Context: an optimization exercise on an open-source flow, tuned for small area, a short achievable clock period and few clock cycles. The choices shown serve that exercise and are no tape-out recipe.
In this exercise RTL edits were held to simulation tests only and were not proved equivalent to the original.
Power and IR drop assume default switching activity.

== 06-16 ==
## cpu
module cpu
	(output wire [7:0] address,
	 output wire [7:0] to_memory,
	 output wire write,
	 input  wire [7:0] from_memory,
	 input  wire clk, reset);
==> module cpu, before the edit <==
module cpu
	(output wire [7:0] address,
	 output wire [7:0] to_memory,
	 output wire write,
	 input  wire [7:0] from_memory,
	 input  wire clk, reset);
	localparam [3:0] S_OP = 4'd0, S_IMM = 4'd1, S_DLD = 4'd2, S_DST = 4'd3, S_BR = 4'd4,
	                 S_LD1 = 4'd5, S_LD2 = 4'd6, S_WR = 4'd7, S_HALT = 4'd8;
	reg [7:0] A, B, AR, RP;
	reg [3:0] F;           
	reg zpend, zsrc;
	wire z_now = zpend ? ~|(zsrc ? B : A) : F[2];
	reg [3:0] irl;         
	reg [3:0] st;
	reg aluv, fast, cap, pv;
	wire [7:0] d = from_memory;
	assign address = AR;
	reg [7:0] W;
	reg wr;
	assign write = wr;
	assign to_memory = W;
	wire ar_io = &AR[7:5];
	wire rp_io = &RP[7:5];
	wire ar_fastok = ~ar_io & (AR[6:0] != 7'h7F) & (AR != 8'hDF);
	wire rp_fastok = ~rp_io & (RP[6:0] != 7'h7F) & (RP != 8'hDF);
	wire same_rg = (AR[7] == RP[7]) & (ar_io == rp_io);
	wire wants = (st == S_OP) | (st == S_IMM) | (st == S_DLD) | (st == S_DST) | (st == S_BR);
	wire avail = fast | cap | ar_io;
	wire consume = wants & avail;
	wire op_alu = d[6];
	wire op_imm = d[7] & ~d[4] & ~d[0];
	wire op_dld = d[7] & ~d[4] & d[0];
	wire op_dst = d[7] & d[4];
	wire op_br  = d[5];
	wire op_valid = ((d[7:4] == 4'h4) & (d[3:0] >= 4'h2) & (d[3:0] <= 4'hD)) |
	                (d == 8'h86) | (d == 8'h88) | (d == 8'h87) | (d == 8'h89) |
	                (d == 8'h96) | (d == 8'h97) |
	                ((d[7:4] == 4'h2) & (d[3:0] <= 4'h8));
	reg bad;
	reg taken;
	always @(*) begin
		case (irl)
			4'h0: taken = 1'b1;
			4'h1: taken = F[3];
			4'h2: taken = ~F[3];
			4'h3: taken = z_now;
			4'h4: taken = ~z_now;
			4'h5: taken = F[1];
			4'h6: taken = ~F[1];
			4'h7: taken = F[0];
			default: taken = ~F[0];
		endcase
	end
	wire [3:0] o = d[3:0];
	wire dsub = (o == 4'h3);
	wire dinc = (o == 4'h6) | (o == 4'h7);
	wire ddec = (o == 4'h8) | (o == 4'h9);
	wire dadd = (o == 4'h2) | (o == 4'hD);
	wire dand = (o == 4'h4);
	wire dor  = (o == 4'h5);
	wire dnot = (o == 4'hB) | (o == 4'hC);
	reg c_yb, c_ynb, c_yone, c_cin, c_pen, c_gen, c_arith, c_cinv, alu_to_b;
	always @(posedge clk) begin
		c_yb    <= dadd | dand | dor | (o == 4'hA);
		c_ynb   <= dsub;
		c_yone  <= ddec | dnot;
		c_cin   <= dsub | dinc;
		c_pen   <= ~dand;
		c_gen   <= dand | dor;
		c_arith <= dadd | dsub | dinc | ddec;
		c_cinv  <= dsub | ddec;
		alu_to_b <= (o == 4'h7) | (o == 4'h9) | (o == 4'hC) | (o == 4'hD);
	end
	wire [7:0] alu_r;
	wire [3:0] alu_f;
	ALUb alu (.Result(alu_r), .NZVC(alu_f), .A(A), .B(B),
	          .y_b(c_yb), .y_nb(c_ynb), .y_one(c_yone), .cin(c_cin), .pen(c_pen),
	          .gen(c_gen), .arith(c_arith), .cinv(c_cinv));
	wire ld_now = (st == S_IMM & consume) | (st == S_LD1 & ar_io) | (st == S_LD2);
	wire ld_b = ~irl[1];
	wire ret = (st == S_WR) | (st == S_LD1 & ar_io) | (st == S_LD2);
	wire clob = (st == S_WR) & same_rg;
	wire pv_eff = pv & ~clob;
	wire hold = (st == S_LD1) & ~ar_io & ~(same_rg & pv);
	wire sel_d = consume & ((st == S_DLD) | (st == S_DST) | ((st == S_BR) & taken));
	wire use_rp = (st == S_LD1) | (st == S_LD2) | (st == S_WR);
	wire step_a = fast | ~avail;
	wire inc = use_rp ? (ret & (pv ? (pv_eff & rp_fastok) : 1'b1)) :
	           (wants & (~step_a | ar_fastok));
	wire [7:0] base = use_rp ? RP : AR;
	wire [7:0] base1 = base + 8'd1;
	wire [7:0] nxt = sel_d ? d : hold ? AR : inc ? base1 : base;
	always @(posedge clk or negedge reset) begin
		if (!reset) begin
			A <= 8'd0; B <= 8'd0; F <= 4'd0; AR <= 8'd0;
			st <= S_OP; aluv <= 1'b0; fast <= 1'b0; cap <= 1'b0; bad <= 1'b0; zpend <= 1'b0; wr <= 1'b0;
		end else begin
			zpend <= aluv;
			if (zpend) F[2] <= z_now;
			if (aluv) begin
				{F[3], F[1:0]} <= {alu_f[3], alu_f[1:0]};
				if (alu_to_b) B <= alu_r; else A <= alu_r;
			end
			if (ld_now) begin
				if (ld_b) B <= d; else A <= d;
			end
			aluv <= consume & (st == S_OP) & op_alu;
			AR <= nxt;
			if (ret) begin
				fast <= pv_eff & rp_fastok;
				cap <= pv_eff & ~rp_fastok;
			end else if (wants) begin
				fast <= ~sel_d & step_a & ar_fastok;
				cap <= ~sel_d & step_a & ~ar_fastok;
			end
			bad <= consume & (st == S_OP) & ~op_valid;
			wr <= ~bad & consume & (st == S_DST);
			if (bad) st <= S_HALT;
			else case (st)
				S_OP:  if (consume)
					st <= op_alu ? S_OP : op_imm ? S_IMM : op_dld ? S_DLD :
					      op_dst ? S_DST : op_br ? S_BR : S_HALT;
				S_IMM, S_BR: if (consume) st <= S_OP;
				S_DLD: if (consume) st <= S_LD1;
				S_DST: if (consume) st <= S_WR;
				S_LD1: st <= ar_io ? S_OP : S_LD2;
				S_LD2, S_WR: st <= S_OP;
				default: ;
			endcase
		end
	end
	always @(posedge clk) begin
		zsrc <= alu_to_b;
		W <= irl[0] ? B : A;
		if (consume && st == S_OP) irl <= d[3:0];
		if (consume && (st == S_DLD || st == S_DST)) begin
			RP <= AR;
			pv <= fast;
		end
	end
endmodule
Settings: LEC_CHECK=0, ABC_AREA=1, CAP_MARGIN=20, CORE_MARGIN=2, CORE_UTILIZATION=40, SETUP_SLACK_MARGIN=5.0, SLEW_MARGIN=20; clock period 8.0 ns.
standard.sh (not shown) runs the stock make flow with config.mk's settings and CLKGATE_MAP_FILE= SYNTH_SCRIPT=/design/flow/synth_recipe.tcl, a recipe that flattens the netlist after the stock synthesis.
==> flow/flow/run.sh <==
#!/bin/bash
# The standard layout, with timing repair aiming at a larger setup margin
# and the port buffers made with sky130_fd_sc_hd__buf_2.
set -euo pipefail
sed 's/SETUP_SLACK_MARGIN=[0-9.]*/SETUP_SLACK_MARGIN=5.5/' standard.sh > standard_margin.sh
export BUFFER_PORTS_ARGS="-buffer_cell sky130_fd_sc_hd__buf_2"
bash standard_margin.sh > standard.log 2>&1
Testbench counts of 06-16, summed over its fixed seeds: cycles 69,132.
The following lists how 05-15 was set up differently from 06-16:
-- flow/design.v --
<<< 06-16, line 78
	wire dor  = (o == 4'h5);
	wire dnot = (o == 4'hB) | (o == 4'hC);
	reg c_yb, c_ynb, c_yone, c_cin, c_pen, c_gen, c_arith, c_cinv, alu_to_b;
	always @(posedge clk) begin
		c_yb    <= dadd | dand | dor | (o == 4'hA);
>>> 05-15, line 78
	wire dor  = (o == 4'h5);
	wire dnot = (o == 4'hB) | (o == 4'hC);
	reg c_yb, c_ynb, c_yone, c_cin, c_arith;
	always @(posedge clk) begin
		c_yb    <= dadd | dand | dor | (o == 4'hA);
<<< 06-16, line 84
		c_yone  <= ddec | dnot;
		c_cin   <= dsub | dinc;
		c_pen   <= ~dand;
		c_gen   <= dand | dor;
		c_arith <= dadd | dsub | dinc | ddec;
		c_cinv  <= dsub | ddec;
		alu_to_b <= (o == 4'h7) | (o == 4'h9) | (o == 4'hC) | (o == 4'hD);
	end
	wire [7:0] alu_r;
	wire [3:0] alu_f;
>>> 05-15, line 84
		c_yone  <= ddec | dnot;
		c_cin   <= dsub | dinc;
		c_arith <= dadd | dsub | dinc | ddec;
	end
	wire c_pen   = ~(irl == 4'h4);
	wire c_gen   = (irl == 4'h4) | (irl == 4'h5);
	wire c_cinv  = (irl == 4'h3) | (irl == 4'h8) | (irl == 4'h9);
	wire alu_to_b = (irl == 4'h7) | (irl == 4'h9) | (irl == 4'hC) | (irl == 4'hD);
	wire [7:0] alu_r;
	wire [3:0] alu_f;
## What came out
Diff 06-16 -> 05-15 | routed wire length | increase of 71 um. Fmax, 05-15 and 06-16: higher on 06-16. Going from 06-16 to 05-15, the overall routing resource usage was found to have gone up by 0.35 points. Relative max-transition margin was lower in the run labelled 06-16. Looking only at depth of the worst register-to-register path, and setting everything else aside, the lower value of 05-15 and 06-16 goes to 06-16. From 06-16 to 05-15 the numbers moved as follows: worst slack on hold paths moved up, horizontal die dimension went down by 1.7%, post-layout total power increased by 12 uW relative to the old numbers, I/O pin total neither gained nor lost much, via count moved down. Compared to 06-16, 05-15 has die extent in y 1.7% lower.
Testbench counts of 05-15, summed over its fixed seeds: cycles 69,132.

## what the ideal ports hide
No port has a modelled driver above. Below, the same layouts with a new extraction and two added sets of constraints. Step 1 (the two cells are an assumption about what drives the block):
set clk [get_ports {clk}]
set_driving_cell -lib_cell sky130_fd_sc_hd__clkbuf_16 $clk
set_driving_cell -lib_cell sky130_fd_sc_hd__buf_2 [delete_from_list [all_inputs] $clk]
Step 2, shift: input delay + t, output delay - t, t = (earliest + latest rising clock arrival at the registers) / 2. This alone moves slack from input paths to output paths. Three values: ideal, step 1, step 2; two values: the first two.
| run | t, ns | setup WS [ns] | hold slack, ns | worst register clock-pin slew, ns |
|---|---|---|---|---|
| 06-16 | 0.384 | 5.501 / 5.470 / 5.300 | 0.376 / 0.376 / 0.376 | 0.07 / 0.07 |
| 05-15 | 0.389 | 5.494 / 5.460 / 5.308 | 0.492 / 0.492 / 0.492 | 0.08 / 0.08 |
After both steps every run listed still meets setup and hold. The setup slack of 06-16, which loses most, moves by -0.031 ns with the drivers and by -0.201 ns with both steps.
